Context: an optimization exercise on an open-source flow, tuned for small area, a short achievable clock period and few clock cycles per item. The choices shown serve that exercise and are no tape-out recipe.
The RTL was checked by simulation tests, not by an equivalence proof against the original design.

## build 70
==> flow/design.v <==
module bitcoin_hash(input logic        clk, reset_n, start,
                    input logic [15:0] message_addr, output_addr,
                   output logic        done, mem_we,
                   output logic [15:0] mem_addr,
                   output logic [31:0] mem_write_data,
                    input logic [31:0] mem_read_data);
function automatic [31:0] rotr(input [31:0] x, input integer r);
    rotr = (x >> r) | (x << (32 - r));
endfunction
localparam logic [2047:0] KTAB = {
    32'hc67178f2, 32'hbef9a3f7, 32'ha4506ceb, 32'h90befffa,
    32'h8cc70208, 32'h84c87814, 32'h78a5636f, 32'h748f82ee,
    32'h682e6ff3, 32'h5b9cca4f, 32'h4ed8aa4a, 32'h391c0cb3,
    32'h34b0bcb5, 32'h2748774c, 32'h1e376c08, 32'h19a4c116,
    32'h106aa070, 32'hf40e3585, 32'hd6990624, 32'hd192e819,
    32'hc76c51a3, 32'hc24b8b70, 32'ha81a664b, 32'ha2bfe8a1,
    32'h92722c85, 32'h81c2c92e, 32'h766a0abb, 32'h650a7354,
    32'h53380d13, 32'h4d2c6dfc, 32'h2e1b2138, 32'h27b70a85,
    32'h14292967, 32'h06ca6351, 32'hd5a79147, 32'hc6e00bf3,
    32'hbf597fc7, 32'hb00327c8, 32'ha831c66d, 32'h983e5152,
    32'h76f988da, 32'h5cb0a9dc, 32'h4a7484aa, 32'h2de92c6f,
    32'h240ca1cc, 32'h0fc19dc6, 32'hefbe4786, 32'he49b69c1,
    32'hc19bf174, 32'h9bdc06a7, 32'h80deb1fe, 32'h72be5d74,
    32'h550c7dc3, 32'h243185be, 32'h12835b01, 32'hd807aa98,
    32'hab1c5ed5, 32'h923f82a4, 32'h59f111f1, 32'h3956c25b,
    32'he9b5dba5, 32'hb5c0fbcf, 32'h71374491, 32'h428a2f98};
localparam logic [31:0] IV0 = 32'h6a09e667, IV1 = 32'hbb67ae85, IV2 = 32'h3c6ef372, IV3 = 32'ha54ff53a,
                        IV4 = 32'h510e527f, IV5 = 32'h9b05688c, IV6 = 32'h1f83d9ab, IV7 = 32'h5be0cd19;
function automatic [63:0] csa(input [31:0] x, input [31:0] y, input [31:0] z);
    csa = {x ^ y ^ z, ((x & y) | (x & z) | (y & z)) << 1};
endfunction
function automatic [31:0] add_bk(input [31:0] x, input [31:0] y);
    logic [31:0] gg, pp;
    gg = x & y;
    pp = x ^ y;
    for (int l = 0; l < 5; l++)
        for (int i = 0; i < 32; i++)
            if (((i + 1) % (2 << l)) == 0) begin
                gg[i] = gg[i] | (pp[i] & gg[i - (1 << l)]);
                pp[i] = pp[i] & pp[i - (1 << l)];
            end
    for (int l = 3; l >= 0; l--)
        for (int i = 0; i < 32; i++)
            if (((i + 1) % (2 << l)) == (1 << l) && i >= (2 << l)) begin
                gg[i] = gg[i] | (pp[i] & gg[i - (1 << l)]);
                pp[i] = pp[i] & pp[i - (1 << l)];
            end
    add_bk = (x ^ y) ^ {gg[30:0], 1'b0};
endfunction
logic [31:0] a, b, c, d, e, f, g, h;
logic [31:0] w [0:15];
logic [31:0] ra [0:3];
logic [31:0] re [0:3];
logic [31:0] m;
logic        busy;       
logic        pro;        
logic [7:0]  tau;        
logic [3:0]  nonce;
logic        we_r;
logic [15:0] addr_r;
assign done           = ~busy;
assign mem_we         = we_r;
assign mem_addr       = addr_r;
assign mem_write_data = d;
logic        busy_n, pro_n, we_n;
logic [7:0]  tau_n;
logic [3:0]  nonce_n;
always_comb begin
    busy_n = busy; pro_n = pro; tau_n = tau + 8'd1; nonce_n = nonce;
    we_n = 1'b0;
    if (!busy) begin
        tau_n = 8'd0;
        pro_n = 1'b1;
        nonce_n = 4'd0;
        if (start) busy_n = 1'b1;
    end else if (pro) begin
        if (tau == 8'd81) begin pro_n = 1'b0; tau_n = 8'd0; end
    end else begin
        if (tau == 8'd134) we_n = 1'b1;
        if (tau == 8'd135) begin
            tau_n = 8'd0;
            nonce_n = nonce + 4'd1;
            if (nonce == 4'd15) busy_n = 1'b0;
        end
    end
end
localparam SEL_RND = 2'd0, SEL_ROT = 2'd1, SEL_IV = 2'd2, SEL_MID = 2'd3;
typedef struct packed {
    logic [1:0] asel;       
    logic       emit_w;     
    logic       emit_r;     
    logic       yzero;      
    logic [1:0] wsel;       
    logic [2:0] wc;         
    logic       kz1;        
    logic       kfold;      
    logic       kiv;        
    logic       tp;         
    logic       aload;      
    logic       awr;        
    logic [1:0] ainc;       
} ctrl_t;
function automatic ctrl_t decode(input logic bz, input logic pr, input logic [7:0] t);
    ctrl_t r;
    r = '0;
    r.asel = SEL_ROT;
    r.tp = t[0];            
    if (!bz) begin
        r.aload = 1'b1;
    end else if (pr) begin
        if (t == 8'd71) r.aload = 1'b1;
        if (t == 8'd72) r.ainc = 2'd1;
        if (t >= 8'd2 && t <= 8'd17) r.wsel = 2'd1;
        if (t == 8'd1 || t == 8'd9) r.asel = SEL_IV;
        if (t >= 8'd2 && t <= 8'd5) begin r.emit_r = 1'b1; r.yzero = 1'b1; end
        if (t == 8'd8 || t == 8'd80) r.kz1 = 1'b1;
        if (t == 8'd9) r.kiv = 1'b1;
        if (t >= 8'd10 && t <= 8'd73) r.asel = SEL_RND;
        if (t >= 8'd74 && t <= 8'd77) r.emit_r = 1'b1;
        if (t >= 8'd78) r.asel = SEL_MID;
        if (t >= 8'd74 && t <= 8'd76) r.wsel = 2'd1;
        if (t >= 8'd77) r.wsel = 2'd2;
        if (t == 8'd78) r.wc = 3'd2;         
    end else begin
        if (t <= 8'd63) r.asel = SEL_RND;
        if (t >= 8'd64 && t <= 8'd67) r.emit_w = 1'b1;
        if (t == 8'd67) begin r.asel = SEL_IV; r.kiv = 1'b1; end
        if (t == 8'd66 || t == 8'd134) r.kz1 = 1'b1;
        if (t == 8'd130) r.kfold = 1'b1;
        if (t >= 8'd68 && t <= 8'd131) r.asel = SEL_RND;
        if (t >= 8'd132) r.asel = SEL_MID;
        if (t == 8'd125) r.aload = 1'b1;
        if (t == 8'd126) r.ainc = 2'd1;
        if (t == 8'd133) begin r.aload = 1'b1; r.awr = 1'b1; end
        if (t == 8'd134) r.ainc = 2'd2;
        if (t <= 8'd7) begin r.wsel = 2'd2; r.wc = (t == 8'd7) ? 3'd3 : 3'd0; end
        if (t >= 8'd68 && t <= 8'd75) begin
            r.wsel = 2'd2;
            r.wc = (t == 8'd68) ? 3'd2 : (t == 8'd75) ? 3'd4 : 3'd0;
        end
        if (t >= 8'd128 && t <= 8'd130) r.wsel = 2'd1;
        if (t >= 8'd131) begin
            r.wsel = 2'd2;
            r.wc = (t == 8'd131) ? 3'd1 : (t == 8'd132) ? 3'd2 : 3'd0;
        end
    end
    decode = r;
endfunction
ctrl_t ct, ct_n;
assign ct_n = decode(busy, pro_n, tau_n);
always_ff @(posedge clk, negedge reset_n) begin
    if (!reset_n) begin
        busy  <= 1'b0;
        we_r  <= 1'b0;
    end else begin
        busy  <= busy_n;
        we_r  <= we_n;
    end
end
always_ff @(posedge clk) begin
    pro   <= pro_n;
    tau   <= tau_n;
    nonce <= nonce_n;
    ct    <= ct_n;
end
logic [5:0] kidx;       
logic [3:0] wnonce;     
always_ff @(posedge clk) begin
    kidx   <= ct.kz1 ? 6'd0 : kidx + 6'd1;
    wnonce <= pro ? 4'd0 : nonce + 4'd1;
end
wire [31:0] s1  = rotr(e, 6) ^ rotr(e, 11) ^ rotr(e, 25);
wire [31:0] ch  = (e & f) ^ (~e & g);
wire [31:0] s0  = rotr(a, 2) ^ rotr(a, 13) ^ rotr(a, 22);
wire [31:0] maj = (a & b) ^ (a & c) ^ (b & c);
wire [31:0] c1s, c1c, c2s, c2c, c3s, c3c, e1s, e1c, e2s, e2c;
assign {c1s, c1c} = csa(ch, maj, m);         
assign {c2s, c2c} = csa(s0, s1, c1s);
assign {c3s, c3c} = csa(c2s, c2c, c1c);
assign {e1s, e1c} = csa(ch, m, d);           
assign {e2s, e2c} = csa(e1s, e1c, s1);
wire        rnd   = (ct.asel == SEL_RND);
wire [31:0] a_cy  = add_bk(c3s, c3c) ^ c3s ^ c3c;
wire [31:0] e_cy  = add_bk(e2s, e2c) ^ e2s ^ e2c;
wire [31:0] kk = ct.kfold ? 32'hc67178f2 + IV0 : ct.kiv ? 32'h428a2f98 + IV7 : KTAB[32*kidx +: 32];
wire [31:0] m1s, m1c;
assign {m1s, m1c} = csa(w[9], g & {32{~ct.kiv}}, kk);
wire [31:0] sg0 = rotr(w[1], 7) ^ rotr(w[1], 18) ^ (w[1] >> 3);
wire [31:0] sg1 = rotr(w[14], 17) ^ rotr(w[14], 19) ^ (w[14] >> 10);
wire [31:0] n1s, n1c, n2s, n2c;
assign {n1s, n1c} = csa(sg1, w[9], sg0);
assign {n2s, n2c} = csa(n1s, n1c, w[0]);
wire [31:0] w_next = add_bk(n2s, n2c);
wire [31:0] xa = ct.tp ? c : a;
wire [31:0] xe = ct.tp ? g : e;
wire [31:0] sum_a = add_bk(xa, ra[3] & {32{~ct.yzero}});
wire [31:0] sum_e = add_bk(xe, re[3] & {32{~ct.yzero}});
wire [31:0] mid_a = ct.tp ? ra[2] : ra[0];
wire [31:0] mid_e = ct.tp ? re[2] : re[0];
logic [31:0] wconst, w_in, a_in, e_in, a_oth, e_oth;
always_comb begin
    case (ct.wc)
    3'd1:    wconst = {28'd0, wnonce};
    3'd2:    wconst = 32'h80000000;
    3'd3:    wconst = 32'd640;
    3'd4:    wconst = 32'd256;
    default: wconst = 32'd0;
    endcase
    if (ct.emit_w) w_in = sum_e;
    else case (ct.wsel)
    2'd0:    w_in = w_next;
    2'd1:    w_in = mem_read_data;
    default: w_in = wconst;
    endcase
    case (ct.asel)
    SEL_IV:  begin a_oth = IV0; e_oth = IV4; end
    SEL_MID: begin a_oth = mid_a; e_oth = mid_e; end
    default: begin a_oth = d; e_oth = h; end
    endcase
    a_in = (rnd ? c3s ^ c3c : a_oth) ^ (a_cy & {32{rnd}});
    e_in = (rnd ? e2s ^ e2c : e_oth) ^ (e_cy & {32{rnd}});
end
wire ivl = (ct.asel == SEL_IV);
always_ff @(posedge clk) begin
    a <= a_in; b <= ivl ? IV1 : a; c <= ivl ? IV2 : b; d <= ivl ? IV3 : c;
    e <= e_in; f <= ivl ? IV5 : e; g <= ivl ? IV6 : f; h <= ivl ? IV7 : g;
    for (int i = 0; i < 15; i++) w[i] <= w[i+1];
    w[11] <= ct.emit_w ? sum_a : w[12];
    w[15] <= w_in;
    ra[0] <= ct.emit_r ? sum_a : ra[3]; ra[1] <= ra[0]; ra[2] <= ra[1]; ra[3] <= ra[2];
    re[0] <= ct.emit_r ? sum_e : re[3]; re[1] <= re[0]; re[2] <= re[1]; re[3] <= re[2];
    m <= add_bk(m1s, m1c);
    addr_r <= ct.aload ? (ct.awr ? output_addr : message_addr)
                       : addr_r + ((ct.ainc == 2'd1) ? 16'd16 : (ct.ainc == 2'd2) ? {12'd0, nonce} : 16'd1);
end
endmodule
export LEC_CHECK = 0
export ABC_AREA = 1
export CAP_MARGIN = 20
export CORE_MARGIN = 2
export CORE_UTILIZATION = 40
export CTS_CLUSTER_DIAMETER = 100
export CTS_CLUSTER_SIZE = 20
export PLACE_DENSITY = 0.8
export SETUP_SLACK_MARGIN = 5
export SLEW_MARGIN = 20
create_clock -name core_clock -period 10.0 [get_ports {clk}]
standard.sh (not shown) runs the stock make flow with config.mk's settings and CLKGATE_MAP_FILE= SYNTH_SCRIPT=/design/flow/synth_recipe.tcl, a recipe that flattens the netlist after the stock synthesis.
==> flow/flow/run.sh <==
#!/bin/bash
# Layout with the standard flow (standard.sh), with these changes:
#  - synthesis skips the full-adder extraction (ADDER_MAP_FILE empty), so the
#    carry-save adders of the SHA-256 round map to faster XOR/majority logic;
#    synthesis script, passes, flattening and renaming are otherwise standard;
#  - optionally, ports are buffered with buf_2 cells.
set -euo pipefail
EXTRA="ADDER_MAP_FILE= SETUP_SLACK_MARGIN=6.5 'BUFFER_PORTS_ARGS=-buffer_cell sky130_fd_sc_hd__buf_2'"
sed "s|\"\${@:-finish}\"|$EXTRA \"\${@:-finish}\"|" standard.sh > standard_own.sh
grep -q 'SETUP_SLACK_MARGIN=6.5' standard_own.sh
bash standard_own.sh synth > synth.log 2>&1
bash standard_own.sh finish > layout.log 2>&1
In summary, build 70 completed successfully, with a layout that passed the timing, DRC and antenna checks.
Testbench counts of build 70, summed over its fixed seeds: cycles 90,360, hashes 640.
Edits applied to the flow inputs when going from build 70 to build 94:
-- flow/design.v --
<<< build 70, line 165
end
logic [5:0] kidx;       
logic [3:0] wnonce;     
always_ff @(posedge clk) begin
    kidx   <= ct.kz1 ? 6'd0 : kidx + 6'd1;
    wnonce <= pro ? 4'd0 : nonce + 4'd1;
end
>>> build 94, line 165
end
logic [5:0] kidx;       
logic [31:0] kr;        
logic [3:0] wnonce;     
always_ff @(posedge clk) begin
    kidx   <= ct_n.kz1 ? 6'd0 : kidx + 6'd1;
    kr     <= ct_n.kfold ? 32'hc67178f2 + IV0 : ct_n.kiv ? 32'h428a2f98 + IV7 : KTAB[32*kidx +: 32];
    wnonce <= pro ? 4'd0 : nonce + 4'd1;
end
<<< build 70, line 175
wire [31:0] maj = (a & b) ^ (a & c) ^ (b & c);
wire [31:0] c1s, c1c, c2s, c2c, c3s, c3c, e1s, e1c, e2s, e2c;
assign {c1s, c1c} = csa(ch, maj, m);         
assign {c2s, c2c} = csa(s0, s1, c1s);
assign {c3s, c3c} = csa(c2s, c2c, c1c);
assign {e1s, e1c} = csa(ch, m, d);           
assign {e2s, e2c} = csa(e1s, e1c, s1);
wire        rnd   = (ct.asel == SEL_RND);
wire [31:0] a_cy  = add_bk(c3s, c3c) ^ c3s ^ c3c;
wire [31:0] e_cy  = add_bk(e2s, e2c) ^ e2s ^ e2c;
wire [31:0] kk = ct.kfold ? 32'hc67178f2 + IV0 : ct.kiv ? 32'h428a2f98 + IV7 : KTAB[32*kidx +: 32];
wire [31:0] m1s, m1c;
assign {m1s, m1c} = csa(w[9], g & {32{~ct.kiv}}, kk);
wire [31:0] sg0 = rotr(w[1], 7) ^ rotr(w[1], 18) ^ (w[1] >> 3);
wire [31:0] sg1 = rotr(w[14], 17) ^ rotr(w[14], 19) ^ (w[14] >> 10);
>>> build 94, line 177
wire [31:0] maj = (a & b) ^ (a & c) ^ (b & c);
wire [31:0] c1s, c1c, c2s, c2c, c3s, c3c, e1s, e1c, e2s, e2c;
wire [31:0] chm = (e & (f ^ m)) | (~e & (g ^ m));           
wire [31:0] mj  = (a & (b | c)) | (~a & (b & c));           
assign c1s = chm ^ mj;
assign c1c = ((m & (ch | mj)) | (~m & (ch & mj))) << 1;     
assign {c2s, c2c} = csa(s0, s1, c1s);
assign {c3s, c3c} = csa(c2s, c2c, c1c);
wire [31:0] fmd = f ^ m ^ d, gmd = g ^ m ^ d;
wire [31:0] fmc = (f & m) | (f & d) | (m & d), gmc = (g & m) | (g & d) | (m & d);
assign e1s = (e & fmd) | (~e & gmd);         
assign e1c = ((e & fmc) | (~e & gmc)) << 1;
assign {e2s, e2c} = csa(e1s, e1c, s1);
wire        rnd   = (ct.asel == SEL_RND);
wire [31:0] a_cy  = add_bk(c3s, c3c) ^ c3s ^ c3c;
wire [31:0] e_cy  = add_bk(e2s, e2c) ^ e2s ^ e2c;
wire [31:0] m1s, m1c;
assign {m1s, m1c} = csa(w[9], g & {32{~ct.kiv}}, kr);
wire [31:0] sg0 = rotr(w[1], 7) ^ rotr(w[1], 18) ^ (w[1] >> 3);
wire [31:0] sg1 = rotr(w[14], 17) ^ rotr(w[14], 19) ^ (w[14] >> 10);
--- outcome ---
The number of rows in the core area of build 94 is higher than that of build 70. Compared with build 70, in build 94 post-route core utilization decreased by 1.3 points relative to the old numbers, final worst hold slack closely matched the old numbers, average via count per standard cell decreased by about 2% relative to the old numbers. Comparing build 70 and build 94, total number of cells along the worst setup path is lower on build 94.
Testbench counts of build 94, summed over its fixed seeds: cycles 90,360, hashes 640.

[port drivers added, routing unchanged]
How much do the figures lean on ideal ports? The routed layouts below were timed once more, with nothing changed but the port constraints. Step 1 assumes that a clkbuf_16 drives the clock port and a buf_2 every other input. Step 2, shift: input delay + t, output delay - t, t = (earliest + latest rising clock arrival at the registers) / 2. This alone moves slack from input paths to output paths. a / b / c = no drivers / after step 1 / after step 2; a / b = the first two.
run	shift t [ns]	setup slack, ns	worst register clock-pin slew, ns	cell pins on the clock port's net
build 70	0.763	6.570 / 6.494 / 6.570	0.10 / 0.10	1
build 94	0.740	6.578 / 6.508 / 6.622	0.09 / 0.09	1
After both steps setup and hold are still met in every run listed.
